Background: an optimization exercise with open tools, aiming at small area, a short achievable clock period and few clock cycles. Do not read the settings as production practice. No run shown here included a check of the RTL's function; only the layout flow was run.

===== design/flow/config.mk =====
export PLATFORM = sky130hd
export DESIGN_NAME = fp4_fft
export DESIGN_NICKNAME = fp4_fft
export VERILOG_FILES = /design/flow/design.v
export SDC_FILE = /design/flow/constraint.sdc
export NUM_CORES = 4
export LEC_CHECK = 0
export ABC_AREA = 1
export CAP_MARGIN = 20
export CORE_MARGIN = 2
export CORE_UTILIZATION = 40
export CTS_BUF_LIST = sky130_fd_sc_hd__clkbuf_16
export CTS_CLUSTER_DIAMETER = 80
export CTS_CLUSTER_SIZE = 25
export SLEW_MARGIN = 20
export BUFFER_PORTS_ARGS = -buffer_cell sky130_fd_sc_hd__buf_4
export SETUP_SLACK_MARGIN = 14.8

===== design/flow/constraint.sdc =====
create_clock -name core_clock -period 20.0 [get_ports {clk}]
set_input_delay 4.0000 -clock core_clock [delete_from_list [all_inputs] [get_ports {clk}]]
set_output_delay 4.0000 -clock core_clock [all_outputs]
set_load 0.01 [all_outputs]

===== design/flow/flow/run.sh =====
#!/bin/bash
set -e
echo "export BUFFER_PORTS_ARGS = -buffer_cell sky130_fd_sc_hd__buf_4" >> "$FLOW_CONFIG"
echo "export SETUP_SLACK_MARGIN = 14.8" >> "$FLOW_CONFIG"
bash standard.sh > standard_flow.log 2>&1

===== design/flow/design.v =====
module fp4_cmul_w(br, bi, widx, p_re, p_im);
  input [3:0] br;
  wire [3:0] br;
  input [3:0] bi;
  wire [3:0] bi;
  input [2:0] widx;
  wire [2:0] widx;
  output [3:0] p_re;
  wire [3:0] p_re;
  output [3:0] p_im;
  wire [3:0] p_im;
  wire _000_;
  wire _001_;
  wire _002_;
  wire _003_;
  wire _004_;
  wire _005_;
  wire _006_;
  wire _007_;
  wire _008_;
  wire _009_;
  wire _010_;
  wire _011_;
  wire _012_;
  wire _013_;
  wire _014_;
  wire _015_;
  wire _016_;
  wire _017_;
  wire _018_;
  wire _019_;
  wire _020_;
  wire _021_;
  wire _022_;
  wire _023_;
  wire _024_;
  wire _025_;
  wire _026_;
  wire _027_;
  wire _028_;
  wire _029_;
  wire _030_;
  wire _031_;
  wire _032_;
  wire _033_;
  wire _034_;
  wire _035_;
  wire _036_;
  wire _037_;
  wire _038_;
  wire _039_;
  wire _040_;
  wire _041_;
  wire _042_;
  wire _043_;
  wire _044_;
  wire _045_;
  wire _046_;
  wire _047_;
  wire _048_;
  wire _049_;
  wire _050_;
  wire _051_;
  wire _052_;
  wire _053_;
  wire _054_;
  wire _055_;
  wire _056_;
  wire _057_;
  wire _058_;
  wire _059_;
  wire _060_;
  wire _061_;
  wire _062_;
  wire _063_;
  wire _064_;
  wire _065_;
  wire _066_;
  wire _067_;
  wire _068_;
  wire _069_;
  wire _070_;
  wire _071_;
  wire _072_;
  wire _073_;
  wire _074_;
  wire _075_;
  wire _076_;
  wire _077_;
  wire _078_;
  wire _079_;
  wire _080_;
  wire _081_;
  wire _082_;
  wire _083_;
  wire _084_;
  wire _085_;
  wire _086_;
  wire _087_;
  wire _088_;
  wire _089_;
  wire _090_;
  wire _091_;
  wire _092_;
  wire _093_;
  wire _094_;
  wire _095_;
  wire _096_;
  wire _097_;
  wire _098_;
  wire _099_;
  wire _100_;
  wire _101_;
  wire _102_;
  wire _103_;
  wire _104_;
  wire _105_;
  wire _106_;
  wire _107_;
  wire _108_;
  wire _109_;
  wire _110_;
  wire _111_;
  wire _112_;
  wire _113_;
  wire _114_;
  wire _115_;
  wire _116_;
  wire _117_;
  wire _118_;
  wire _119_;
  wire _120_;
  wire _121_;
  wire _122_;
  wire _123_;
  wire _124_;
  wire _125_;
  wire _126_;
  wire _127_;
  wire _128_;
  wire _129_;
  wire _130_;
  wire _131_;
  wire _132_;
  wire _133_;
  wire _134_;
  wire _135_;
  wire _136_;
  wire _137_;
  wire _138_;
  wire _139_;
  wire _140_;
  wire _141_;
  wire _142_;
  wire _143_;
  wire _144_;
  wire _145_;
  wire _146_;
  wire _147_;
  wire _148_;
  wire _149_;
  wire _150_;
  wire _151_;
  wire _152_;
  wire _153_;
  wire _154_;
  wire _155_;
  wire _156_;
  wire _157_;
  wire _158_;
  wire _159_;
  wire _160_;
  wire _161_;
  wire _162_;
  wire _163_;
  wire _164_;
  wire _165_;
  wire _166_;
  wire _167_;
  wire _168_;
  wire _169_;
  wire _170_;
  wire _171_;
  wire _172_;
  wire _173_;
  wire _174_;
  wire _175_;
  wire _176_;
  wire _177_;
  wire _178_;
  wire _179_;
  wire _180_;
  wire _181_;
  wire _182_;
  wire _183_;
  wire _184_;
  wire _185_;
  wire _186_;
  wire _187_;
  wire _188_;
  wire _189_;
  wire _190_;
  wire _191_;
  wire _192_;
  wire _193_;
  wire _194_;
  wire _195_;
  wire _196_;
  wire _197_;
  wire _198_;
  wire _199_;
  wire _200_;
  wire _201_;
  wire _202_;
  wire _203_;
  wire _204_;
  wire _205_;
  wire _206_;
  wire _207_;
  wire _208_;
  wire _209_;
  wire _210_;
  wire _211_;
  wire _212_;
  wire _213_;
  wire _214_;
  wire _215_;
  wire _216_;
  wire _217_;
  wire _218_;
  wire _219_;
  wire _220_;
  wire _221_;
  wire _222_;
  wire _223_;
  wire _224_;
  wire _225_;
  wire _226_;
  wire _227_;
  wire _228_;
  wire _229_;
  wire _230_;
  wire _231_;
  wire _232_;
  wire _233_;
  wire _234_;
  wire _235_;
  wire _236_;
  wire _237_;
  wire _238_;
  wire _239_;
  wire _240_;
  wire _241_;
  wire _242_;
  wire _243_;
  wire _244_;
  wire _245_;
  wire _246_;
  wire _247_;
  wire _248_;
  wire _249_;
  wire _250_;
  wire _251_;
  wire _252_;
  wire _253_;
  wire _254_;
  wire _255_;
  wire _256_;
  wire _257_;
  wire _258_;
  wire _259_;
  wire _260_;
  wire _261_;
  wire _262_;
  wire _263_;
  wire _264_;
  wire _265_;
  wire _266_;
  wire _267_;
  wire _268_;
  wire _269_;
  wire _270_;
  wire _271_;
  wire _272_;
  wire _273_;
  wire _274_;
  wire _275_;
  wire _276_;
  wire _277_;
  wire _278_;
  wire _279_;
  wire _280_;
  wire _281_;
  wire _282_;
  wire _283_;
  wire _284_;
  wire _285_;
  wire _286_;
  wire _287_;
  wire _288_;
  wire _289_;
  wire _290_;
  wire _291_;
  wire _292_;
  wire _293_;
  wire _294_;
  wire _295_;
  wire _296_;
  wire _297_;
  wire _298_;
  wire _299_;
  wire [3:0] \a1.out ;
  wire [3:0] \a1.result ;
  wire [2:0] \a1.sig_l ;
  wire [2:0] \a1.sig_s ;
  wire [2:0] \a1.sig_s_unaligned ;
  wire \a1.sub ;
  wire [3:0] \m1.x ;
  wire [3:0] \m2.half ;
  wire [3:0] \m2.mhalf ;
  wire [3:0] \m2.x ;
  wire [3:0] \m3.half ;
  wire [3:0] \m3.x ;
  wire [3:0] \m4.half ;
  wire [3:0] \m4.x ;
  wire [3:0] \s1.out ;
  wire [3:0] \s1.result ;
  wire [2:0] \s1.sig_l ;
  wire [2:0] \s1.sig_s ;
  wire [2:0] \s1.sig_s_unaligned ;
  wire \s1.sub ;
  wire [2:0] \tw.idx ;
  assign _097_ = ~widx[2];
  assign _108_ = widx[1] & _097_;
  assign _119_ = _108_ & widx[0];
  assign _130_ = ~_119_;
  assign _141_ = ~widx[1];
  assign _152_ = _141_ & widx[2];
  assign _163_ = ~_152_;
  assign _174_ = _163_ & _130_;
  assign _183_ = ~widx[0];
  assign _194_ = _183_ & widx[1];
  assign _205_ = ~_194_;
  assign _216_ = _205_ & _174_;
  assign _226_ = _216_ & bi[1];
  assign _233_ = ~_226_;
  assign _234_ = _183_ & _141_;
  assign _235_ = ~_234_;
  assign _236_ = _235_ & bi[2];
  assign _237_ = ~_236_;
  assign _238_ = _237_ & _233_;
  assign _239_ = ~_238_;
  assign _240_ = _235_ & br[2];
  assign _241_ = ~_240_;
  assign _242_ = ~_174_;
  assign _243_ = _242_ & br[1];
  assign _244_ = ~_243_;
  assign _245_ = _244_ & _241_;
  assign _246_ = ~_245_;
  assign _247_ = _246_ & _239_;
  assign _248_ = ~_247_;
  assign _249_ = _235_ & br[1];
  assign _250_ = ~_249_;
  assign _251_ = _250_ & _174_;
  assign _252_ = ~_251_;
  assign _253_ = _252_ & br[2];
  assign _254_ = ~_253_;
  assign _255_ = ~_216_;
  assign _256_ = _235_ & bi[1];
  assign _257_ = ~_256_;
  assign _258_ = _257_ & _255_;
  assign _259_ = ~_258_;
  assign _260_ = _259_ & bi[2];
  assign _261_ = ~_260_;
  assign _262_ = _261_ & _254_;
  assign _263_ = _262_ & _248_;
  assign _264_ = ~_263_;
  assign _265_ = ~_262_;
  assign _266_ = _260_ & _253_;
  assign _267_ = ~_266_;
  assign _268_ = _267_ & _265_;
  assign _269_ = ~_268_;
  assign _270_ = _243_ & br[2];
  assign _271_ = ~_270_;
  assign _272_ = _216_ & bi[2];
  assign _273_ = _272_ & bi[1];
  assign _274_ = ~_273_;
  assign _275_ = _274_ & _271_;
  assign _276_ = _275_ & _269_;
  assign _277_ = ~_276_;
  assign _278_ = ~br[1];
  assign _279_ = _278_ & _183_;
  assign _280_ = ~_279_;
  assign _281_ = br[1] & widx[0];
  assign _282_ = ~_281_;
  assign _283_ = _282_ & bi[1];
  assign _284_ = _283_ & _280_;
  assign _285_ = ~_284_;
  assign _286_ = ~bi[1];
  assign _287_ = _281_ & _286_;
  assign _288_ = ~_287_;
  assign _289_ = _288_ & _285_;
  assign _290_ = _289_ & _247_;
  assign _291_ = ~_290_;
  assign _292_ = _242_ & br[0];
  assign _293_ = ~_292_;
  assign _294_ = _249_ & _245_;
  assign _295_ = ~_294_;
  assign _296_ = _295_ & _293_;
  assign _297_ = ~_296_;
  assign _298_ = _245_ & _238_;
  assign _299_ = _216_ & bi[0];
  assign _000_ = ~_299_;
  assign _001_ = _000_ & _257_;
  assign _002_ = ~_001_;
  assign _003_ = _002_ & _298_;
  assign _004_ = _003_ & _297_;
  assign _005_ = ~_004_;
  assign _006_ = _005_ & _291_;
  assign _007_ = ~_006_;
  assign _008_ = ~_272_;
  assign _009_ = _254_ & _239_;
  assign _010_ = ~_009_;
  assign _011_ = _010_ & _008_;
  assign _012_ = ~_011_;
  assign _013_ = _012_ & _000_;
  assign _014_ = ~_013_;
  assign _015_ = ~_003_;
  assign _016_ = _011_ & _015_;
  assign _017_ = _016_ & _296_;
  assign _018_ = ~_017_;
  assign _019_ = _018_ & _014_;
  assign _020_ = ~br[3];
  assign _021_ = _020_ & bi[3];
  assign _022_ = ~_021_;
  assign _023_ = ~bi[3];
  assign _024_ = br[3] & _023_;
  assign _025_ = ~_024_;
  assign _026_ = _025_ & _022_;
  assign _027_ = ~_026_;
  assign _028_ = _027_ & _019_;
  assign _029_ = ~_028_;
  assign _030_ = ~_019_;
  assign _031_ = _026_ & _030_;
  assign _032_ = ~_031_;
  assign _033_ = _032_ & _029_;
  assign _034_ = ~_033_;
  assign _035_ = _034_ & _007_;
  assign _036_ = ~_035_;
  assign _037_ = _036_ & _277_;
  assign _038_ = ~_037_;
  assign _039_ = _038_ & _247_;
  assign _040_ = ~_275_;
  assign _041_ = _026_ & _040_;
  assign _042_ = ~_041_;
  assign _043_ = _027_ & _275_;
  assign _044_ = ~_043_;
  assign _045_ = _044_ & _042_;
  assign _046_ = _045_ & _039_;
  assign _047_ = ~_046_;
  assign _048_ = _047_ & _264_;
  assign _049_ = ~_048_;
  assign _050_ = _030_ & _007_;
  assign _051_ = ~_050_;
  assign _052_ = _019_ & _006_;
  assign _053_ = ~_052_;
  assign _054_ = _053_ & _051_;
  assign _055_ = ~_054_;
  assign _056_ = _055_ & _298_;
  assign _057_ = ~_056_;
  assign _058_ = _057_ & _049_;
  assign p_im[2] = ~_058_;
  assign _059_ = _298_ & _262_;
  assign _060_ = _059_ & _036_;
  assign _061_ = ~_060_;
  assign _062_ = _061_ & _047_;
  assign _063_ = ~_062_;
  assign _064_ = _063_ & _054_;
  assign _065_ = ~_064_;
  assign _066_ = _262_ & _247_;
  assign _067_ = ~_066_;
  assign _068_ = _067_ & _065_;
  assign _069_ = _035_ & _040_;
  assign _070_ = ~_069_;
  assign _071_ = _037_ & _275_;
  assign _072_ = ~_071_;
  assign _073_ = _072_ & _070_;
  assign p_im[1] = _073_ & _068_;
  assign _074_ = ~_039_;
  assign _075_ = ~_059_;
  assign _076_ = _075_ & _055_;
  assign p_im[0] = _076_ & _074_;
  assign _077_ = _242_ & bi[1];
  assign _078_ = ~_077_;
  assign _079_ = _257_ & _174_;
  assign _080_ = _079_ & _236_;
  assign _081_ = ~_080_;
  assign _082_ = _081_ & _078_;
  assign _083_ = ~_082_;
  assign _084_ = _216_ & br[1];
  assign _085_ = ~_084_;
  assign _086_ = _085_ & _241_;
  assign _087_ = ~_086_;
  assign _088_ = ~_079_;
  assign _089_ = _088_ & bi[2];
  assign _090_ = ~_089_;
  assign _091_ = _090_ & _087_;
  assign _092_ = ~_091_;
  assign _093_ = _216_ & br[2];
  assign _094_ = ~_093_;
  assign _095_ = _094_ & _092_;
  assign _096_ = _095_ & _083_;
  assign _098_ = ~_096_;
  assign _099_ = ~_095_;
  assign _100_ = _250_ & _255_;
  assign _101_ = ~_100_;
  assign _102_ = _101_ & _085_;
  assign _103_ = ~_102_;
  assign _104_ = _103_ & _099_;
  assign _105_ = ~_104_;
  assign _106_ = _105_ & _098_;
  assign _107_ = _090_ & _082_;
  assign _109_ = _216_ & br[0];
  assign _110_ = ~_109_;
  assign _111_ = _086_ & _249_;
  assign _112_ = ~_111_;
  assign _113_ = _112_ & _110_;
  assign _114_ = ~_113_;
  assign _115_ = _087_ & _082_;
  assign _116_ = ~_289_;
  assign _117_ = _089_ & _116_;
  assign _118_ = _117_ & _115_;
  assign _120_ = ~_118_;
  assign _121_ = ~_115_;
  assign _122_ = _101_ & br[2];
  assign _123_ = ~_122_;
  assign _124_ = _123_ & _090_;
  assign _125_ = _124_ & _121_;
  assign _126_ = _125_ & _098_;
  assign _127_ = ~_126_;
  assign _128_ = _127_ & _120_;
  assign _129_ = ~_128_;
  assign _131_ = _129_ & _114_;
  assign _132_ = _242_ & bi[0];
  assign _133_ = ~_132_;
  assign _134_ = _107_ & _256_;
  assign _135_ = ~_134_;
  assign _136_ = _135_ & _133_;
  assign _137_ = ~_136_;
  assign _138_ = _137_ & _131_;
  assign _139_ = ~_138_;
  assign _140_ = _139_ & _107_;
  assign _142_ = ~_140_;
  assign _143_ = _142_ & _026_;
  assign _144_ = ~_143_;
  assign _145_ = ~_107_;
  assign _146_ = _087_ & _289_;
  assign _147_ = _146_ & _145_;
  assign _148_ = _113_ & _099_;
  assign _149_ = ~_148_;
  assign _150_ = ~_131_;
  assign _151_ = _150_ & _095_;
  assign _153_ = _151_ & _136_;
  assign _154_ = ~_153_;
  assign _155_ = _154_ & _149_;
  assign _156_ = _155_ & _147_;
  assign _157_ = ~_156_;
  assign _158_ = ~_147_;
  assign _159_ = ~_155_;
  assign _160_ = _159_ & _158_;
  assign _161_ = ~_160_;
  assign _162_ = _161_ & _157_;
  assign _164_ = _162_ & _139_;
  assign _165_ = ~_164_;
  assign _166_ = _165_ & _144_;
  assign _167_ = ~_166_;
  assign _168_ = _159_ & _026_;
  assign _169_ = ~_168_;
  assign _170_ = _169_ & _147_;
  assign _171_ = _170_ & _167_;
  assign _172_ = ~_171_;
  assign _173_ = _172_ & _128_;
  assign _175_ = ~_173_;
  assign _176_ = _175_ & _167_;
  assign _177_ = ~_176_;
  assign _178_ = _177_ & _106_;
  assign _179_ = ~_178_;
  assign _180_ = ~_106_;
  assign _181_ = _175_ & _180_;
  assign _182_ = ~_181_;
  assign p_re[1] = _182_ & _179_;
  assign p_re[0] = _173_ & _162_;
  assign _184_ = ~p_re[1];
  assign _185_ = ~_124_;
  assign _186_ = _144_ & _106_;
  assign _187_ = ~_186_;
  assign _188_ = _143_ & _180_;
  assign _189_ = ~_188_;
  assign _190_ = _189_ & _187_;
  assign _191_ = ~_190_;
  assign _192_ = _191_ & _175_;
  assign _193_ = ~_192_;
  assign _195_ = _193_ & _185_;
  assign _196_ = ~_195_;
  assign _197_ = _191_ & _124_;
  assign _198_ = _197_ & _176_;
  assign _199_ = ~_198_;
  assign _200_ = _199_ & _196_;
  assign _201_ = _200_ & _184_;
  assign _202_ = ~_201_;
  assign _203_ = ~_151_;
  assign _204_ = _203_ & _020_;
  assign _206_ = ~_204_;
  assign _207_ = _235_ & _023_;
  assign _208_ = ~_207_;
  assign _209_ = _234_ & bi[3];
  assign _210_ = ~_209_;
  assign _211_ = _210_ & _208_;
  assign _212_ = ~_211_;
  assign _213_ = _212_ & _151_;
  assign _214_ = ~_213_;
  assign _215_ = _214_ & _206_;
  assign p_re[3] = _215_ & _202_;
  assign _217_ = ~_068_;
  assign _218_ = _217_ & _058_;
  assign _219_ = ~_218_;
  assign _220_ = ~_016_;
  assign _221_ = _220_ & _023_;
  assign _222_ = ~_221_;
  assign _223_ = _235_ & br[3];
  assign _224_ = ~_223_;
  assign _225_ = _234_ & _020_;
  assign _227_ = ~_225_;
  assign _228_ = _227_ & _224_;
  assign _229_ = ~_228_;
  assign _230_ = _229_ & _016_;
  assign _231_ = ~_230_;
  assign _232_ = _231_ & _222_;
  assign p_im[3] = _232_ & _219_;
  assign p_re[2] = ~_200_;
  assign \s1.sub  = 1'h1;
  assign \s1.out  = p_re;
  assign \s1.sig_l [2] = 1'h0;
  assign \s1.sig_s_unaligned [2] = 1'h0;
  assign \s1.sig_s [2] = 1'h0;
  assign \s1.result  = p_re;
  assign \m4.x  = bi;
  assign \m4.half [2:0] = \m2.half [2:0];
  assign \m3.x  = br;
  assign \m3.half [3] = 1'hx;
  assign \a1.result  = p_im;
  assign \a1.sig_s [2] = 1'h0;
  assign \a1.sig_s_unaligned [2] = 1'h0;
  assign \m2.x  = bi;
  assign \m2.half [3] = 1'hx;
  assign \m2.mhalf [2:0] = \m2.half [2:0];
  assign \a1.sig_l [2] = 1'h0;
  assign \m1.x  = br;
  assign \tw.idx  = widx;
  assign \a1.out  = p_im;
  assign \a1.sub  = 1'h0;
endmodule
module fp4_cmul_w2(br, bi, w, p_re, p_im);
  input [3:0] br;
  wire [3:0] br;
  input [3:0] bi;
  wire [3:0] bi;
  input [1:0] w;
  wire [1:0] w;
  output [3:0] p_re;
  wire [3:0] p_re;
  output [3:0] p_im;
  wire [3:0] p_im;
  wire _000_;
  wire _001_;
  wire _002_;
  wire _003_;
  wire _004_;
  wire _005_;
  wire _006_;
  wire _007_;
  wire _008_;
  wire _009_;
  wire _010_;
  wire _011_;
  wire _012_;
  wire _013_;
  wire _014_;
  wire _015_;
  wire _016_;
  wire _017_;
  wire _018_;
  wire _019_;
  wire _020_;
  wire _021_;
  wire _022_;
  wire _023_;
  wire _024_;
  wire _025_;
  wire _026_;
  wire _027_;
  wire _028_;
  wire _029_;
  wire _030_;
  wire _031_;
  wire _032_;
  wire _033_;
  wire _034_;
  wire _035_;
  wire _036_;
  wire _037_;
  wire _038_;
  wire _039_;
  wire _040_;
  wire _041_;
  wire _042_;
  wire _043_;
  wire _044_;
  wire _045_;
  wire _046_;
  wire _047_;
  wire _048_;
  wire _049_;
  wire _050_;
  wire _051_;
  wire _052_;
  wire _053_;
  wire _054_;
  wire _055_;
  wire _056_;
  wire _057_;
  wire _058_;
  wire _059_;
  wire _060_;
  wire _061_;
  wire _062_;
  wire _063_;
  wire _064_;
  wire _065_;
  wire _066_;
  wire _067_;
  wire _068_;
  wire _069_;
  wire _070_;
  wire _071_;
  wire _072_;
  wire _073_;
  wire _074_;
  wire _075_;
  wire _076_;
  wire _077_;
  wire _078_;
  wire _079_;
  wire _080_;
  wire _081_;
  wire _082_;
  wire _083_;
  wire _084_;
  wire _085_;
  wire _086_;
  wire _087_;
  wire _088_;
  wire _089_;
  wire _090_;
  wire _091_;
  wire _092_;
  wire _093_;
  wire _094_;
  wire _095_;
  wire _096_;
  wire _097_;
  wire _098_;
  wire _099_;
  wire _100_;
  wire _101_;
  wire _102_;
  wire _103_;
  wire _104_;
  wire _105_;
  wire _106_;
  wire _107_;
  wire _108_;
  wire _109_;
  wire _110_;
  wire _111_;
  wire _112_;
  wire _113_;
  wire _114_;
  wire _115_;
  wire _116_;
  wire _117_;
  wire _118_;
  wire _119_;
  wire _120_;
  wire _121_;
  wire _122_;
  wire _123_;
  wire _124_;
  wire _125_;
  wire _126_;
  wire _127_;
  wire _128_;
  wire _129_;
  wire _130_;
  wire _131_;
  wire _132_;
  wire _133_;
  wire _134_;
  wire _135_;
  wire _136_;
  wire _137_;
  wire _138_;
  wire _139_;
  wire _140_;
  wire _141_;
  wire _142_;
  wire _143_;
  wire _144_;
  wire _145_;
  wire _146_;
  wire _147_;
  wire _148_;
  wire _149_;
  wire _150_;
  wire [3:0] \u.a1.out ;
  wire [3:0] \u.a1.result ;
  wire [2:0] \u.a1.sig_l ;
  wire [2:0] \u.a1.sig_s ;
  wire [2:0] \u.a1.sig_s_unaligned ;
  wire \u.a1.sub ;
  wire [3:0] \u.bi ;
  wire [3:0] \u.br ;
  wire [3:0] \u.m1.x ;
  wire [3:0] \u.m2.half ;
  wire [3:0] \u.m2.mhalf ;
  wire [3:0] \u.m2.x ;
  wire [3:0] \u.m3.half ;
  wire [3:0] \u.m3.x ;
  wire [3:0] \u.m4.half ;
  wire [3:0] \u.m4.x ;
  wire [3:0] \u.p_im ;
  wire [3:0] \u.p_re ;
  wire [3:0] \u.s1.out ;
  wire [3:0] \u.s1.result ;
  wire [2:0] \u.s1.sig_l ;
  wire [2:0] \u.s1.sig_s ;
  wire [2:0] \u.s1.sig_s_unaligned ;
  wire \u.s1.sub ;
  wire [2:0] \u.tw.idx ;
  wire [2:0] \u.widx ;
  assign _072_ = ~bi[2];
  assign _073_ = _072_ & br[2];
  assign _074_ = br[1] & w[0];
  assign _075_ = _074_ & _073_;
  assign _076_ = ~_075_;
  assign _077_ = ~br[2];
  assign _078_ = bi[2] & _077_;
  assign _079_ = bi[1] & w[0];
  assign _080_ = _079_ & _078_;
  assign _081_ = ~_080_;
  assign _082_ = _081_ & _076_;
  assign _083_ = ~w[0];
  assign _084_ = ~w[1];
  assign _085_ = _084_ & _083_;
  assign _086_ = ~_085_;
  assign _087_ = _086_ & _072_;
  assign _088_ = ~_087_;
  assign _089_ = w[1] & _083_;
  assign _090_ = ~_089_;
  assign _091_ = _090_ & _077_;
  assign _092_ = ~_091_;
  assign _093_ = _092_ & _088_;
  assign _094_ = ~_093_;
  assign _095_ = _094_ & _082_;
  assign _096_ = ~_095_;
  assign _097_ = ~_073_;
  assign _098_ = ~_078_;
  assign _099_ = _098_ & _097_;
  assign _100_ = ~bi[3];
  assign _101_ = _100_ & br[3];
  assign _102_ = ~_101_;
  assign _103_ = ~br[3];
  assign _104_ = bi[3] & _103_;
  assign _105_ = ~_104_;
  assign _106_ = _105_ & _102_;
  assign _107_ = ~_106_;
  assign _108_ = _107_ & _099_;
  assign _109_ = _108_ & w[0];
  assign _110_ = ~_109_;
  assign _111_ = _110_ & _096_;
  assign _112_ = ~_111_;
  assign _113_ = ~_108_;
  assign _114_ = _113_ & w[0];
  assign _115_ = bi[1] & br[1];
  assign _116_ = ~_115_;
  assign _117_ = _116_ & _099_;
  assign _118_ = ~_117_;
  assign _119_ = _118_ & _114_;
  assign _120_ = ~_119_;
  assign _121_ = _085_ & br[1];
  assign _122_ = ~_121_;
  assign _123_ = _089_ & bi[1];
  assign _124_ = ~_123_;
  assign _125_ = _124_ & _122_;
  assign _126_ = _125_ & _120_;
  assign _127_ = ~_074_;
  assign _128_ = ~_079_;
  assign _129_ = _128_ & _127_;
  assign _130_ = ~_129_;
  assign _131_ = _130_ & _117_;
  assign _132_ = ~_131_;
  assign _133_ = _085_ & br[0];
  assign _134_ = ~_133_;
  assign _135_ = _089_ & bi[0];
  assign _136_ = ~_135_;
  assign _137_ = _136_ & _134_;
  assign _138_ = _137_ & _132_;
  assign _139_ = ~_138_;
  assign _140_ = _139_ & _095_;
  assign _141_ = _140_ & _126_;
  assign _142_ = ~_141_;
  assign _143_ = _142_ & _112_;
  assign p_re[2] = ~_143_;
  assign _144_ = _139_ & _112_;
  assign _145_ = ~_144_;
  assign _146_ = ~_126_;
  assign _147_ = _146_ & _082_;
  assign _148_ = ~_147_;
  assign _149_ = _148_ & _145_;
  assign p_re[1] = ~_149_;
  assign _150_ = _126_ & _112_;
  assign _000_ = ~_150_;
  assign p_re[0] = _000_ & _139_;
  assign _001_ = ~_114_;
  assign _002_ = _072_ & _084_;
  assign _003_ = ~_002_;
  assign _004_ = _077_ & w[1];
  assign _005_ = ~_004_;
  assign _006_ = _005_ & _003_;
  assign _007_ = _006_ & _001_;
  assign _008_ = ~_007_;
  assign _009_ = _008_ & _082_;
  assign _010_ = _089_ & br[0];
  assign _011_ = ~_010_;
  assign _012_ = _085_ & bi[0];
  assign _013_ = ~_012_;
  assign _014_ = _013_ & _011_;
  assign _015_ = _014_ & _132_;
  assign _016_ = ~_015_;
  assign _017_ = ~br[1];
  assign _018_ = _086_ & _017_;
  assign _019_ = ~_018_;
  assign _020_ = ~bi[1];
  assign _021_ = _090_ & _020_;
  assign _022_ = ~_021_;
  assign _023_ = _022_ & _019_;
  assign _024_ = ~_023_;
  assign _025_ = bi[2] & br[2];
  assign _026_ = ~_025_;
  assign _027_ = _026_ & _024_;
  assign _028_ = _027_ & _016_;
  assign _029_ = ~_028_;
  assign _030_ = _029_ & _009_;
  assign p_im[2] = ~_030_;
  assign _031_ = ~_099_;
  assign _032_ = _031_ & w[0];
  assign _033_ = ~_032_;
  assign _034_ = _033_ & _015_;
  assign _035_ = ~_034_;
  assign _036_ = _035_ & _009_;
  assign _037_ = ~_036_;
  assign _038_ = _023_ & _001_;
  assign _039_ = ~_038_;
  assign _040_ = _039_ & _037_;
  assign p_im[1] = ~_040_;
  assign _041_ = _024_ & _009_;
  assign _042_ = ~_041_;
  assign p_im[0] = _042_ & _016_;
  assign _043_ = _033_ & _128_;
  assign _044_ = ~_043_;
  assign _045_ = _044_ & _097_;
  assign _046_ = ~_045_;
  assign _047_ = _046_ & _103_;
  assign _048_ = ~_047_;
  assign _049_ = _048_ & _090_;
  assign _050_ = ~_049_;
  assign _051_ = _089_ & _100_;
  assign _052_ = ~_051_;
  assign _053_ = _052_ & _050_;
  assign _054_ = ~_053_;
  assign _055_ = _045_ & _100_;
  assign _056_ = ~_055_;
  assign _057_ = _150_ & _138_;
  assign _058_ = ~_057_;
  assign _059_ = _058_ & _056_;
  assign p_re[3] = _059_ & _054_;
  assign _060_ = _046_ & _086_;
  assign _061_ = ~_060_;
  assign _062_ = _061_ & bi[3];
  assign _063_ = ~_062_;
  assign _064_ = _103_ & _083_;
  assign _065_ = ~_064_;
  assign _066_ = _065_ & _050_;
  assign _067_ = ~_066_;
  assign _068_ = _067_ & _063_;
  assign _069_ = ~_068_;
  assign _070_ = _040_ & _009_;
  assign _071_ = ~_070_;
  assign p_im[3] = _071_ & _069_;
  assign \u.s1.sig_l [2] = 1'h0;
  assign \u.s1.sig_s_unaligned [2] = 1'h0;
  assign \u.s1.sig_s [2] = 1'h0;
  assign \u.m2.x  = bi;
  assign \u.m2.half [3] = 1'hx;
  assign \u.m2.mhalf [2:0] = \u.m2.half [2:0];
  assign \u.s1.result  = p_re;
  assign \u.m3.half [3] = 1'hx;
  assign \u.m3.x  = br;
  assign \u.s1.out  = p_re;
  assign \u.m1.x  = br;
  assign \u.s1.sub  = 1'h1;
  assign \u.m4.half [2:0] = \u.m2.half [2:0];
  assign \u.m4.x  = bi;
  assign \u.tw.idx  = { w, 1'h0 };
  assign \u.p_im  = p_im;
  assign \u.p_re  = p_re;
  assign \u.widx  = { w, 1'h0 };
  assign \u.bi  = bi;
  assign \u.br  = br;
  assign \u.a1.result  = p_im;
  assign \u.a1.sig_s [2] = 1'h0;
  assign \u.a1.sig_s_unaligned [2] = 1'h0;
  assign \u.a1.sig_l [2] = 1'h0;
  assign \u.a1.out  = p_im;
  assign \u.a1.sub  = 1'h0;
endmodule
module fp4_addsub2(a, p, x, y);
  input [3:0] a;
  wire [3:0] a;
  input [3:0] p;
  wire [3:0] p;
  output [3:0] x;
  wire [3:0] x;
  output [3:0] y;
  wire [3:0] y;
  wire _000_;
  wire _001_;
  wire _002_;
  wire _003_;
  wire _004_;
  wire _005_;
  wire _006_;
  wire _007_;
  wire _008_;
  wire _009_;
  wire _010_;
  wire _011_;
  wire _012_;
  wire _013_;
  wire _014_;
  wire _015_;
  wire _016_;
  wire _017_;
  wire _018_;
  wire _019_;
  wire _020_;
  wire _021_;
  wire _022_;
  wire _023_;
  wire _024_;
  wire _025_;
  wire _026_;
  wire _027_;
  wire _028_;
  wire _029_;
  wire _030_;
  wire _031_;
  wire _032_;
  wire _033_;
  wire _034_;
  wire _035_;
  wire _036_;
  wire _037_;
  wire _038_;
  wire _039_;
  wire _040_;
  wire _041_;
  wire _042_;
  wire _043_;
  wire _044_;
  wire _045_;
  wire _046_;
  wire _047_;
  wire _048_;
  wire _049_;
  wire _050_;
  wire _051_;
  wire _052_;
  wire _053_;
  wire _054_;
  wire _055_;
  wire _056_;
  wire _057_;
  wire _058_;
  wire _059_;
  wire _060_;
  wire _061_;
  wire _062_;
  wire _063_;
  wire _064_;
  wire _065_;
  wire _066_;
  wire _067_;
  wire _068_;
  wire _069_;
  wire _070_;
  wire _071_;
  wire _072_;
  wire _073_;
  wire _074_;
  wire _075_;
  wire _076_;
  wire _077_;
  wire _078_;
  wire _079_;
  wire _080_;
  wire _081_;
  wire _082_;
  wire _083_;
  wire _084_;
  wire _085_;
  wire _086_;
  wire _087_;
  wire _088_;
  wire _089_;
  wire _090_;
  wire _091_;
  wire _092_;
  wire _093_;
  wire _094_;
  wire _095_;
  wire _096_;
  wire _097_;
  wire _098_;
  wire _099_;
  wire _100_;
  wire _101_;
  wire _102_;
  wire _103_;
  wire _104_;
  wire _105_;
  wire _106_;
  wire _107_;
  wire _108_;
  wire _109_;
  wire _110_;
  wire _111_;
  wire _112_;
  wire _113_;
  wire _114_;
  wire _115_;
  wire _116_;
  wire _117_;
  wire _118_;
  wire _119_;
  wire _120_;
  wire _121_;
  wire _122_;
  wire _123_;
  wire _124_;
  wire _125_;
  wire _126_;
  wire _127_;
  wire _128_;
  wire _129_;
  wire _130_;
  wire _131_;
  wire _132_;
  wire _133_;
  wire _134_;
  wire _135_;
  wire _136_;
  wire _137_;
  wire _138_;
  wire _139_;
  wire _140_;
  wire _141_;
  wire _142_;
  wire _143_;
  wire _144_;
  wire _145_;
  wire _146_;
  wire _147_;
  wire _148_;
  wire _149_;
  wire _150_;
  wire _151_;
  wire _152_;
  wire [2:0] \u_d.x ;
  wire [2:0] \u_d.y ;
  wire [2:0] \u_s.x ;
  wire [2:0] \u_s.y ;
  wire [2:0] xm;
  wire [2:0] ym;
  assign _064_ = ~a[0];
  assign _072_ = a[1] & p[1];
  assign _073_ = ~_072_;
  assign _074_ = ~p[1];
  assign _075_ = ~a[1];
  assign _076_ = _075_ & _074_;
  assign _077_ = ~_076_;
  assign _078_ = _077_ & _073_;
  assign _079_ = ~_078_;
  assign _080_ = _079_ & a[2];
  assign _081_ = ~_080_;
  assign _082_ = ~p[2];
  assign _083_ = a[1] & _082_;
  assign _084_ = ~_083_;
  assign _085_ = _084_ & _081_;
  assign _086_ = ~_085_;
  assign _087_ = _086_ & _064_;
  assign _088_ = ~_087_;
  assign _089_ = ~p[0];
  assign _090_ = _089_ & _074_;
  assign _091_ = ~_090_;
  assign _092_ = _074_ & _082_;
  assign _093_ = ~_092_;
  assign _094_ = _093_ & _091_;
  assign _095_ = ~_094_;
  assign _096_ = a[2] & _082_;
  assign _097_ = ~_096_;
  assign _098_ = _097_ & _075_;
  assign _099_ = _098_ & _095_;
  assign _100_ = ~_099_;
  assign _101_ = p[0] & p[1];
  assign _102_ = ~_101_;
  assign _103_ = a[1] & a[0];
  assign _104_ = ~_103_;
  assign _105_ = _104_ & _102_;
  assign _106_ = ~_105_;
  assign _107_ = a[2] & p[2];
  assign _108_ = _107_ & _106_;
  assign _109_ = ~_108_;
  assign _110_ = ~a[2];
  assign _111_ = _110_ & p[1];
  assign _112_ = _111_ & _089_;
  assign _113_ = ~_112_;
  assign _114_ = _113_ & _109_;
  assign _115_ = _114_ & _100_;
  assign _116_ = _115_ & _088_;
  assign _117_ = _091_ & _110_;
  assign _118_ = ~_117_;
  assign _119_ = a[0] & _082_;
  assign _120_ = ~_119_;
  assign _121_ = ~_107_;
  assign _122_ = _121_ & _084_;
  assign _123_ = _122_ & _120_;
  assign _124_ = _123_ & _118_;
  assign _125_ = ~_124_;
  assign _126_ = _110_ & _082_;
  assign _127_ = ~_126_;
  assign _128_ = _127_ & _121_;
  assign _129_ = _127_ & _072_;
  assign _130_ = ~_129_;
  assign _131_ = _110_ & _075_;
  assign _132_ = ~_131_;
  assign _133_ = _132_ & _093_;
  assign _134_ = _133_ & _130_;
  assign _135_ = _134_ & _128_;
  assign _136_ = _135_ & _125_;
  assign _137_ = ~_136_;
  assign _138_ = _137_ & _116_;
  assign _139_ = ~p[3];
  assign _140_ = ~a[3];
  assign _141_ = _140_ & _139_;
  assign _142_ = ~_141_;
  assign _143_ = a[3] & p[3];
  assign _144_ = ~_143_;
  assign _145_ = _144_ & _142_;
  assign _146_ = ~_145_;
  assign _147_ = _146_ & _134_;
  assign _148_ = ~_147_;
  assign y[0] = _148_ & _138_;
  assign _149_ = ~_128_;
  assign _150_ = _149_ & _073_;
  assign _151_ = ~_150_;
  assign _152_ = _128_ & _077_;
  assign _000_ = ~_152_;
  assign _001_ = _000_ & _151_;
  assign _002_ = ~_001_;
  assign _003_ = _125_ & _109_;
  assign _004_ = _003_ & _002_;
  assign _005_ = _004_ & _145_;
  assign _006_ = ~_005_;
  assign _007_ = _116_ & _107_;
  assign _008_ = ~_007_;
  assign _009_ = p[0] & a[0];
  assign _010_ = ~_009_;
  assign _011_ = _089_ & _064_;
  assign _012_ = ~_011_;
  assign _013_ = _012_ & _010_;
  assign _014_ = ~_013_;
  assign _015_ = _149_ & _079_;
  assign _016_ = _015_ & _014_;
  assign _017_ = ~_016_;
  assign _018_ = _017_ & _002_;
  assign _019_ = _018_ & _137_;
  assign _020_ = _019_ & _008_;
  assign _021_ = _020_ & _146_;
  assign _022_ = ~_021_;
  assign _023_ = _022_ & _006_;
  assign y[1] = ~_023_;
  assign _024_ = _145_ & _134_;
  assign _025_ = ~_024_;
  assign x[0] = _025_ & _138_;
  assign _026_ = ~_004_;
  assign _027_ = _026_ & _146_;
  assign _028_ = ~_027_;
  assign _029_ = ~_020_;
  assign _030_ = _029_ & _145_;
  assign _031_ = ~_030_;
  assign x[1] = _031_ & _028_;
  assign _032_ = _127_ & _125_;
  assign _033_ = ~_032_;
  assign _034_ = _033_ & _077_;
  assign _035_ = ~_034_;
  assign _036_ = _107_ & _076_;
  assign _037_ = ~_036_;
  assign _038_ = _037_ & _017_;
  assign _039_ = _038_ & _035_;
  assign _040_ = ~_039_;
  assign _041_ = _040_ & _025_;
  assign _042_ = ~_041_;
  assign _043_ = _145_ & _108_;
  assign _044_ = ~_043_;
  assign y[2] = _044_ & _042_;
  assign _045_ = ~y[2];
  assign _046_ = _045_ & _023_;
  assign _047_ = ~_046_;
  assign _048_ = _091_ & _075_;
  assign _049_ = ~_048_;
  assign _050_ = _149_ & _102_;
  assign _051_ = _050_ & _049_;
  assign _052_ = ~_051_;
  assign _053_ = _052_ & _097_;
  assign _054_ = ~_053_;
  assign _055_ = _054_ & _140_;
  assign _056_ = ~_055_;
  assign _057_ = _053_ & p[3];
  assign _058_ = ~_057_;
  assign _059_ = _058_ & _056_;
  assign y[3] = _059_ & _047_;
  assign _060_ = _040_ & _148_;
  assign _061_ = ~_060_;
  assign _062_ = _146_ & _108_;
  assign _063_ = ~_062_;
  assign x[2] = _063_ & _061_;
  assign _065_ = ~x[1];
  assign _066_ = ~x[2];
  assign _067_ = _066_ & _065_;
  assign _068_ = ~_067_;
  assign _069_ = _053_ & _139_;
  assign _070_ = ~_069_;
  assign _071_ = _070_ & _056_;
  assign x[3] = _071_ & _068_;
  assign \u_s.y  = p[2:0];
  assign \u_s.x  = a[2:0];
  assign \u_d.y  = p[2:0];
  assign \u_d.x  = a[2:0];
  assign ym = y[2:0];
  assign xm = x[2:0];
endmodule
module fp4_butterfly(
    input [7:0] A,
    input [7:0] B,
    input [2:0] widx,
    output [7:0] X,
    output [7:0] Y
);
    wire [3:0] p_re, p_im;
    fp4_cmul_w cm (.br(B[7:4]), .bi(B[3:0]), .widx(widx), .p_re(p_re), .p_im(p_im));
    fp4_addsub2 xr (.a(A[7:4]), .p(p_re), .x(X[7:4]), .y(Y[7:4]));
    fp4_addsub2 xi (.a(A[3:0]), .p(p_im), .x(X[3:0]), .y(Y[3:0]));
endmodule
module fp4_butterfly_w2(
    input [7:0] A,
    input [7:0] B,
    input [1:0] w,
    output [7:0] X,
    output [7:0] Y
);
    wire [3:0] p_re, p_im;
    fp4_cmul_w2 cm (.br(B[7:4]), .bi(B[3:0]), .w(w), .p_re(p_re), .p_im(p_im));
    fp4_addsub2 xr (.a(A[7:4]), .p(p_re), .x(X[7:4]), .y(Y[7:4]));
    fp4_addsub2 xi (.a(A[3:0]), .p(p_im), .x(X[3:0]), .y(Y[3:0]));
endmodule
module fp4_z(
    input [3:0] x,
    output [3:0] y
);
    wire sub = (x[2:1] == 2'b00);
    assign y = {x[3] & (x[2:0] != 3'b000), x[2] | (sub & x[0]), x[1] | (sub & x[0]), x[0] & ~sub};
endmodule
module fp4_butterfly_w0(
    input [7:0] A,
    input [7:0] B,
    output [7:0] X,
    output [7:0] Y
);
    wire [3:0] p_re, p_im;
    fp4_z zr (.x(B[7:4]), .y(p_re));
    fp4_z zi (.x(B[3:0]), .y(p_im));
    fp4_addsub2 xr (.a(A[7:4]), .p(p_re), .x(X[7:4]), .y(Y[7:4]));
    fp4_addsub2 xi (.a(A[3:0]), .p(p_im), .x(X[3:0]), .y(Y[3:0]));
endmodule
module fp4_butterfly_w08(
    input [7:0] A,
    input [7:0] B,
    input w8,
    output [7:0] X,
    output [7:0] Y
);
    wire [3:0] zr, zi;
    fp4_z u_r (.x(B[7:4]), .y(zr));
    fp4_z u_i (.x(B[3:0]), .y(zi));
    wire [3:0] p_re = w8 ? {zi[3] ^ (zi != 4'h0), zi[2:0]} : zr;
    wire [3:0] p_im = w8 ? zr : zi;
    fp4_addsub2 xr (.a(A[7:4]), .p(p_re), .x(X[7:4]), .y(Y[7:4]));
    fp4_addsub2 xi (.a(A[3:0]), .p(p_im), .x(X[3:0]), .y(Y[3:0]));
endmodule
module sdf_stage #(
    parameter D = 8
)(
    input wire clk,
    input wire en,
    input wire phase,
    input wire [7:0] s_in,
    input wire [7:0] X,
    input wire [7:0] Y,
    output wire [7:0] A,
    output wire [7:0] s_out
);
    reg [8*D-1:0] dl;  
    assign A = dl[8*D-1 -: 8];
    generate
        if (D == 1) begin : g1
            always @(posedge clk)
                if (en) dl <= phase ? Y : s_in;
        end else begin : gn
            always @(posedge clk)
                if (en) dl <= {dl[8*(D-1)-1:0], phase ? Y : s_in};
        end
    endgenerate
    assign s_out = phase ? X : A;
endmodule
module fp4_fft #(
    parameter MAX_N = 32,
    parameter ADDR_WIDTH = $clog2(MAX_N)
)(
    input wire clk,
    input wire rst,
    input wire start,
    input wire [ADDR_WIDTH-1:0] N,  
    output reg done,
    output reg error,
    input wire [7:0] data_in,  
    input wire data_in_valid,  
    output reg [7:0] data_out,  
    output reg data_out_valid,  
    output reg fft_ready  
);
    reg n16, n8;
    always @(posedge clk) begin
        n16 <= (N == 5'd16);
        n8 <= (N == 5'd8);
    end
    wire [3:0] mask = n16 ? 4'hf : n8 ? 4'h7 : 4'h3;
    reg in_frame;  
    reg [3:0] c;  
    reg [5:0] fv;  
    reg en;  
    wire start_now = data_in_valid & ~in_frame & fft_ready;
    wire adv = in_frame ? data_in_valid : 1'b1;
    wire [3:0] cur = start_now ? 4'd0 : c;
    wire last = in_frame & data_in_valid & ((c & mask) == mask);
    wire wrap = adv & ((cur & mask) == mask);
    wire in_frame_n = start_now | (in_frame & ~last);
    wire [3:0] c_n = adv ? cur + 4'd1 : c;
    wire last_slot = ((c & mask) == mask);
    wire wrap_next = (((c + 4'd1) & mask) == 4'd0);
    wire c20 = (c[2:0] != 3'd0);
    wire l1b3 = c[3] ^ ~c20, l1b2 = c[2] ^ ~(c[1] | c[0]), l1b1 = ~(c[1] ^ c[0]);
    wire l9b3 = c[3] ^ c20, l9b2 = ~(c[2] ^ (c[1] | c[0]));
    wire ph8 = n16 & l1b3;
    wire ph4 = (n16 | n8) & l9b2;
    wire ph2 = ~c[1], ph1 = ~c[0];
    wire k4 = n16 & l9b3;
    wire [2:0] k1 = n16 ? {l1b1, l1b2, l1b3} : n8 ? {l1b1, l1b2, 1'b0} : {l1b1, 2'b00};
    wire l2b2 = c[2] ^ c[1], l2b3 = c[3] ^ (c[2] & c[1]);
    wire [1:0] k2 = n16 ? {l2b2, l2b3} : n8 ? {l2b2, 1'b0} : 2'b00;
    wire hi4 = n16 ? ~(c[3] ^ (c[2] | c[1])) : n8 ? ~(c[2] ^ c[1]) : ~c[1];
    wire cond1 = hi4 & ~c[0];
    wire cond2 = n16 & ~(c[2] ^ (c[1] | c[0])) & (c[1] ^ c[0]);
    wire [3:0] cm = c & mask;
    wire near = n16 ? (cm >= 4'd11) : n8 ? (cm == 4'd7) : (cm != 4'd0);
    wire far_last = n16 ? (cm == 4'd10) : n8 ? (cm == 4'd6) : (cm == 4'd0);
    wire out_v = n16 ? (near ? fv[0] : fv[1]) : n8 ? (near ? fv[1] : fv[2]) : (near ? fv[4] : fv[5]);
    wire [5:0] keep = n16 ? 6'b000011 : n8 ? 6'b000111 : 6'b111111;
    always @(posedge clk or negedge rst) begin
        if (!rst) begin
            in_frame <= 1'b0;
            c <= 4'hf;  
            fv <= 6'b000000;
            en <= 1'b0;
        end else begin
            in_frame <= in_frame_n;
            c <= c_n;
            en <= adv;
            if (wrap)
                fv <= {fv[4:0], in_frame} & keep;
            else if (en & far_last) begin
                if (n16) fv[1] <= 1'b0;
                else if (n8) fv[2] <= 1'b0;
                else fv[5] <= 1'b0;
            end
        end
    end
    reg [7:0] in_reg, o4, o2;
    wire [7:0] s8, s4, s2, s1;
    wire [7:0] a8, a4, a2, a1, x8, y8, x4, y4, x2, y2, x1, y1;
    wire [7:0] b4 = s8;
    wire [7:0] b2 = o4;
    fp4_butterfly_w0 bf8 (.A(a8), .B(in_reg), .X(x8), .Y(y8));
    fp4_butterfly_w08 bf4 (.A(a4), .B(b4), .w8(k4), .X(x4), .Y(y4));
    fp4_butterfly_w2 bf2 (.A(a2), .B(b2), .w(k2), .X(x2), .Y(y2));
    fp4_butterfly bf1 (.A(a1), .B(o2), .widx(k1), .X(x1), .Y(y1));
    sdf_stage #(.D(8)) st8 (.clk(clk), .en(en), .phase(ph8), .s_in(in_reg),
                            .X(x8), .Y(y8), .A(a8), .s_out(s8));
    sdf_stage #(.D(4)) st4 (.clk(clk), .en(en), .phase(ph4), .s_in(b4),
                            .X(x4), .Y(y4), .A(a4), .s_out(s4));
    sdf_stage #(.D(2)) st2 (.clk(clk), .en(en), .phase(ph2), .s_in(b2),
                            .X(x2), .Y(y2), .A(a2), .s_out(s2));
    sdf_stage #(.D(1)) st1 (.clk(clk), .en(en), .phase(ph1), .s_in(o2),
                            .X(x1), .Y(y1), .A(a1), .s_out(s1));
    reg [55:0] rv1;
    reg [15:0] rv2;
    wire [7:0] tap1 = n16 ? rv1[55:48] : n8 ? rv1[23:16] : rv1[7:0];
    wire [7:0] q1 = cond1 ? s1 : tap1;
    wire [7:0] q2 = cond2 ? q1 : rv2[15:8];
    always @(posedge clk) begin
        in_reg <= data_in;
        data_out <= q2;
    end
    always @(posedge clk) begin
        fft_ready <= in_frame ? (data_in_valid & last_slot) : (~(data_in_valid & fft_ready) & wrap_next);
        done <= last;
        error <= start & ((N == 5'd0) | ((N & (N - 5'd1)) != 5'd0));
        data_out_valid <= en & out_v;
    end
    always @(posedge clk) begin
        if (en) begin
            o4 <= s4;
            o2 <= s2;
            rv1 <= {rv1[47:0], cond1 ? tap1 : s1};
            rv2 <= {rv2[7:0], cond2 ? rv2[15:8] : q1};
        end
    end
endmodule

===== design/flow/standard.sh =====
#!/bin/bash
# synth_recipe.tcl (not shown) runs the flow's synth.tcl, then flattens the netlist and writes it again
# the make line also repeats each setting of config.mk as NAME=value (left out here)
make -C /OpenROAD-flow-scripts/flow DESIGN_CONFIG=/design/flow/config.mk WORK_HOME=/design/flow/orfs CLKGATE_MAP_FILE= SYNTH_SCRIPT=/design/flow/synth_recipe.tcl "${@:-finish}"

==> flow_summary.json, run 1 <==
{
  "skew_ns": 0.02378,
  "max-cap-violations": 0,
  "rows": 66,
  "hold_class": "flip-flop to flip-flop",
  "drt_first_pass_iters": 7,
  "syn_area_per_cell_um2": 9.034,
  "grt.busiest_layer": "met2",
  "cp_cell_sequence": "buf_4",
  "status": "finished clean",
  "wl_per_cell_um": 14.38,
  "gr-usage-met1_pct": 22.07,
  "cts_tree": "done",
  "dp_cells": 1897,
  "syn_nets": 1513,
  "postCtsHoldBufs": 0,
  "cp_num_buf_inv": 1,
  "first_global_vias": 9273,
  "synth_top_area_share_pct": 47.88,
  "synth_cell_types": 60,
  "cts.sinks": 242,
  "dp_hpwl_um": 19560,
  "final_layout_size_suffix_gt1_share_pct": 11.00,
  "antenna_cells": 0,
  "finalNetCount": 1560,
  "grt_overflow_total": 0,
  "drc": 0,
  "htree_num_levels": 1,
  "met3_usage_pct": 1.956,
  "tightestPinTransition_ns": 1.042,
  "die_w_um": 184.6,
  "vias_per_cell": 5.091,
  "synthToLayoutAreaGrowth_pct": 12.02,
  "grt.total_usage_pct": 16.36,
  "die_h_um": 184.6,
  "ant_nets": 0,
  "arrival_ns": 1.15,
  "io_pins": 29,
  "setup_violations": 0,
  "syn_area_mm2": 0.01305,
  "yosys_warnings": 5,
  "regMostFlops": "st8.dl",
  "gp_congestion": 0.8762,
  "reg.largest.list": "st8.dl: 64 flops, rv1: 56 flops, st4.dl: 32 flops",
  "start_util_pct": 40.40,
  "min_period_ns": 5.152,
  "crit_family": "flip-flops",
  "largest_reg_flops": 64,
  "core-area_mm2": 0.03229,
  "num_vias": 9887,
  "cpPeakStageDelay_ns": 0.45,
  "root_buffer": "clkbuf_16",
  "whs_ns": 0.4119,
  "path_max_fanout": 2,
  "cts_buffer_depth": 3,
  "async_reset_ff_share_pct": 4.959,
  "antenna_found_initial": 0,
  "yosysMostFrequentCell": "nand2_1",
  "synth_flop_cell": "edfxtp_1",
  "synthTopCellsByArea": "edfxtp_1 48%, nand2_1 12%, ha_1 5.0%, inv_1 5.0%, o21ai_0 4.5%",
  "critPathLaunchType": "flip-flop",
  "syn_inst": 1444,
  "fmax_mhz": 194.1,
  "post-route-period-util_pct": 25.76,
  "yosysSeqAreaShare_pct": 53.60,
  "synthTopCellsByCount": "404 x nand2_1, 208 x edfxtp_1, 173 x inv_1, 116 x o21ai_0, 75 x nor2_1",
  "layout.cells.non_filler": 1942,
  "synth_largest_area_cell": "edfxtp_1",
  "portBuffers": 28,
  "endpoint_kind": "output pin",
  "worstSetupPathType": "flip-flop to output pin",
  "finalSetupTns_ns": 0,
  "routed_wl_um": 27930,
  "hold_violations": 0,
  "synth_edf_count": 208,
  "fillers": 3098,
  "drtIter0Drc": 820,
  "cts_buffers": 15,
  "crit_required_ns": 16.00,
  "rsz0062_at_grt": "false",
  "slowest_stage": "dfxtp_1",
  "clkLatencyLatePin_ns": 0.50,
  "relSlewSlack_pct": 30.56,
  "ys_ff_latch": 242,
  "grt_util_met2_pct": 27.85,
  "dieArea_mm2": 0.03407,
  "slew_viol_final": 0,
  "clk_pin_slew_worst_paths_ns": 0.10,
  "grt_pass1_wl_um": 45530,
  "grt_max_degree": 83
}
==> per-stage QoR <==
step	setup WS, ns	area (µm²)	util [%]
after floorplan	14.53	13090	-
after global placement	14.12	13780	42.69
after detailed placement	13.93	13780	42.69
after CTS	14.80	14360	44.48
after global routing	14.74	14610	45.26
final	14.85	14610	45.26
==> layout by cell type, fill, tap and decap left out, types with 4 or more instances in the layout <==
cell	count
nand2_1	393
edfxtp_1	208
inv_1	174
o21ai_0	113
nor2_1	71
nand3_1	71
a21oi_1	63
ha_1	49
buf_4	47
o21ai_1	31
o22ai_1	23
dfxtp_1	21
nand2_2	18
clkbuf_16	16
inv_2	15
xor2_1	13
o211ai_1	13
a22o_1	12
nand4_1	10
nand3_2	10
nand2_4	8
a31oi_1	7
o2111ai_1	7
dfrtp_1	7
nor3_1	6
nor2_4	5
o31ai_1	4
o21ai_2	4
nand3b_1	4
or2_1	4
==> metal layers <==
layer,share of wire (%),up-vias
met1,45,4590
met5,0,-
li1,-,5028
met2,47,225
met3,4.7,44
met4,2.4,0
==> area by class of cell <==
type                       count  area [µm²]  area share [%]
clock buffer                  16       400.4           2.740
clock inverter                10       87.58          0.5994
inverter                     191       734.5           5.026
multi-input combinational    991        5429           37.15
sequential                   242        7004           47.93
tap                          442       553.0           3.785
timing repair buffer          50       404.1           2.766
==> logic make-up (layout without fill, tap and decap cells) <==
family                   count (synthesis)  count (layout)  synth area share [%]
AO/OA/AOI/OAI                          300             300                 13.24
adder cells (fa/ha/maj)                 53              53                 5.064
buffers and inverters                  212             267                 6.282
XOR/XNOR                                16              16                 1.218
multiplexers                             1               1               0.08632
AND/OR/NAND/NOR                        620             621                 20.52
flip-flops                             242             242                 53.60
==> final timing paths <==
| kind | from | to | slack, ns | cells after the start |
|---|---|---|---|---|
| max reg2reg | c[0] | rv2[4] | 15.17 | 35 |
| min reg2reg | st8.dl[43] | st8.dl[51] | 0.41 | 0 |
| min in group asynchronous | rst | fv[4] | 3.32 | 1 |
| max in group asynchronous | rst | c[3] | 16.45 | 1 |
| min | st8.dl[43] | st8.dl[51] | 0.41 | 0 |
| max | fft_ready | fft_ready | 14.85 | 1 |
==> repair_timing <==
item / 4_1_cts / 5_1_grt
gates cloned: 0 / 1
gates resized for setup: 9 / 33
setup endpoints to repair: 48 / 30
pin swaps: 2 / 14
setup buffers: 7 / 10
==> run 2: changes to the inputs <==
--- a/design/flow/design.v
+++ b/design/flow/design.v
@@ -1483,10 +1483,10 @@
     wire adv = in_frame ? data_in_valid : 1'b1;
     wire [3:0] cur = start_now ? 4'd0 : c;
     wire last = in_frame & data_in_valid & ((c & mask) == mask);
-    wire wrap = adv & ((cur & mask) == mask);
+    wire last_slot = ((c & mask) == mask);
+    wire wrap = last_slot & (in_frame ? data_in_valid : ~(data_in_valid & fft_ready));
     wire in_frame_n = start_now | (in_frame & ~last);
     wire [3:0] c_n = adv ? cur + 4'd1 : c;
-    wire last_slot = ((c & mask) == mask);
     wire wrap_next = (((c + 4'd1) & mask) == 4'd0);
     wire c20 = (c[2:0] != 3'd0);
     wire l1b3 = c[3] ^ ~c20, l1b2 = c[2] ^ ~(c[1] | c[0]), l1b1 = ~(c[1] ^ c[0]);
==> design/flow/flow/run.sh (replaced) <==
#!/bin/bash
set -e
echo "export BUFFER_PORTS_ARGS = -buffer_cell sky130_fd_sc_hd__buf_4" >> "$FLOW_CONFIG"
echo "export SETUP_SLACK_MARGIN = 15" >> "$FLOW_CONFIG"
bash standard.sh > standard_flow.log 2>&1
--- a/design/flow/config.mk
+++ b/design/flow/config.mk
@@ -14,4 +14,4 @@
 export CTS_CLUSTER_SIZE = 25
 export SLEW_MARGIN = 20
 export BUFFER_PORTS_ARGS = -buffer_cell sky130_fd_sc_hd__buf_4
-export SETUP_SLACK_MARGIN = 14.8
+export SETUP_SLACK_MARGIN = 15
==> flow_summary.json, run 2 <==
{
  "status": "finished clean",
  "root_buffer": "clkbuf_16",
  "synthTopCellsByCount": "360 x nand2_1, 208 x edfxtp_1, 166 x inv_1, 101 x o21ai_0, 87 x nor2_1",
  "crit_required_ns": 16.00,
  "cp_num_buf_inv": 1,
  "syn_inst": 1424,
  "vias_per_cell": 5.131,
  "core-area_mm2": 0.03245,
  "fillers": 3035,
  "preCtsSetupSlack_ns": 14.07,
  "setup_ws_ns": 15.03,
  "async_reset_ff_share_pct": 4.959,
  "yosys_warnings": 5,
  "antenna_found_initial": 0,
  "crit_family": "flip-flops",
  "setup_violations": 0,
  "finalSetupTns_ns": 0,
  "synth_largest_area_cell": "edfxtp_1",
  "finalNetCount": 1543,
  "relSlewSlack_pct": 32.33,
  "dp_hpwl_um": 19220,
  "final_common_cell": "nand2_1",
  "synthTopCellsByArea": "edfxtp_1 48%, nand2_1 10%, ha_1 5.0%, inv_1 4.7%, o21ai_0 3.8%",
  "routed_wl_um": 27670,
  "grt.total_usage_pct": 16.04,
  "cts_tree": "done",
  "final_layout_size_suffix_gt1_share_pct": 13.15,
  "cp_cell_sequence": "buf_6",
  "cts.sinks": 242,
  "dieArea_mm2": 0.03430,
  "cts_buffers": 15,
  "syn_nets": 1493,
  "post-route-period-util_pct": 24.83,
  "hold_violations": 0,
  "io_pins": 29,
  "clk_pin_slew_worst_paths_ns": 0.09,
  "synth_top_area_share_pct": 47.56,
  "skew_ns": 0.03077,
  "drc": 0,
  "synth_cell_types": 71,
  "clkLatencyLatePin_ns": 0.51,
  "synth_edf_count": 208,
  "wl_per_cell_um": 14.37,
  "grt_overflow_total": 0,
  "first_global_vias": 9253,
  "yosysMostFrequentCell": "nand2_1",
  "die_w_um": 185.2,
  "layout_common_cells": "354 x nand2_1, 208 x edfxtp_1, 166 x inv_1, 99 x o21ai_0, 85 x nor2_1",
  "drtIter0Drc": 752,
  "min_period_ns": 4.966,
  "yosysSeqAreaShare_pct": 53.24,
  "slew_viol_final": 0,
  "grt_pass1_wl_um": 44780,
  "endpoint_kind": "output pin",
  "drt_first_pass_iters": 5,
  "num_vias": 9878,
  "antenna_cells": 0,
  "worstSetupPathType": "flip-flop to output pin",
  "die_h_um": 185.2,
  "reg.largest.list": "st8.dl: 64 flops, rv1: 56 flops, st4.dl: 32 flops",
  "rows": 66,
  "arrival_ns": 0.97,
  "start_util_pct": 40.47,
  "portBuffers": 28,
  "largest_reg_flops": 64,
  "fmax_mhz": 201.4,
  "regMostFlops": "st8.dl",
  "path_max_fanout": 2,
  "max-cap-violations": 0,
  "cpPeakStageDelay_ns": 0.34,
  "cts_buffer_depth": 3,
  "critPathLaunchType": "flip-flop",
  "synth_flop_cell": "edfxtp_1",
  "tightestPinTransition_ns": 1.015,
  "hold_class": "flip-flop to flip-flop",
  "rsz0062_at_grt": "true",
  "ys_ff_latch": 242,
  "grt_max_degree": 82,
  "gp_congestion": 0.8930,
  "syn_area_per_cell_um2": 9.222,
  "syn_area_mm2": 0.01313,
  "slowest_stage": "dfxtp_2",
  "synthToLayoutAreaGrowth_pct": 11.77,
  "ant_nets": 0,
  "htree_num_levels": 1
}
[run 2: per-layer routing]
metal	routed length, µm	track usage [%]	vias to the layer above
met2	13070	27.19	229
met3	1198	2.084	36
met4	573	4.286	0
li1	-	-	4981
met5	0	0	-
met1	12830	21.67	4632
[run 2: what timing repair did]
item / CTS / global route
hold buffers: 0 / 0
hold endpoints to repair: 0 / 0
buffers inserted: 8 / 14
endpoints found under the setup margin: 44 / 39
gates resized for setup: 9 / 33
gates cloned: 1 / 1
pin swaps: 2 / 18
[run 2: final timing paths]
check	startpoint	endpoint	slack, ns	cells past startpoint
setup / recovery	fft_ready	fft_ready	15.03	1
hold / removal	rv1[29]	rv1[37]	0.42	0
setup reg to reg	c[0]	rv2[4]	15.29	38
hold reg to reg	rv1[29]	rv1[37]	0.42	0
max in group asynchronous	rst	c[2]	16.46	1
min in group asynchronous	rst	fv[5]	3.31	1
[run 2: layout make-up]
class	count	area [µm²]	area share (%)
well taps	442	553.0	3.768
flip-flops and latches	242	7003	47.71
multi-input cells	977	5489	37.40
clock buffers	15	375.4	2.557
clock inverters	11	121.4	0.8269
repair buffers	53	421.7	2.873
repair inverters	2	10.01	0.06820
inverters	183	704.4	4.799
[run 2: logic make-up after synthesis]
family          after synthesis  synth area share, %
mux                           4               0.3144
compound gates              299                13.48
xor+xnor                     19                1.525
simple gates                602                20.41
flops                       242                53.24
buf+inv                     205                6.002
fa+ha+maj                    53                5.030
[run 2: stage by stage]
stage          hold slack, ns  std cells  utilization (%)  instance area, µm²
5_1_grt                0.4122       1925            45.23               14680
3_3_place_gp           0.4011       1875            42.64               13840
2_1_floorplan          0.4003       1424                -               13150
3_5_place_dp           0.4045       1875            42.64               13840
4_1_cts                0.4126       1910            44.46               14430
6_report               0.4165       1925            45.23               14680

## separate check: timing with driven ports
Ports are ideal in the flow. The routed layouts listed here were re-timed in OpenROAD.
Step 1 (the two cells are an assumption about what drives the block):
set clk [get_ports {clk}]
set_driving_cell -lib_cell sky130_fd_sc_hd__clkbuf_16 $clk
set_driving_cell -lib_cell sky130_fd_sc_hd__buf_2 [delete_from_list [all_inputs] $clk]
Step 2 adds t to the input delays and takes it off the output delays; t is the mean of the earliest and latest rising clock arrival at the registers after step 1. Input paths then give back, and output paths get back, about the clock's delay inside the block.
Three values: ideal ports, drivers, drivers and shift; two values: the first two.
| run | t (ns) | setup slack, ns | hold slack, ns | worst setup path at the end | slew at the worst register clock pin (ns) |
|---|---|---|---|---|---|
| run 1 | 0.548 | 14.848 / 14.798 / 14.330 | 0.412 / 0.412 / 0.412 | input to register | 0.10 / 0.10 |
| run 2 | 0.549 | 15.034 / 14.986 / 14.702 | 0.417 / 0.417 / 0.417 | input to register | 0.10 / 0.10 |
After both steps every run listed still meets setup and hold. The setup slack of run 1, which loses most, moves by -0.050 ns with the drivers and by -0.518 ns with both steps.
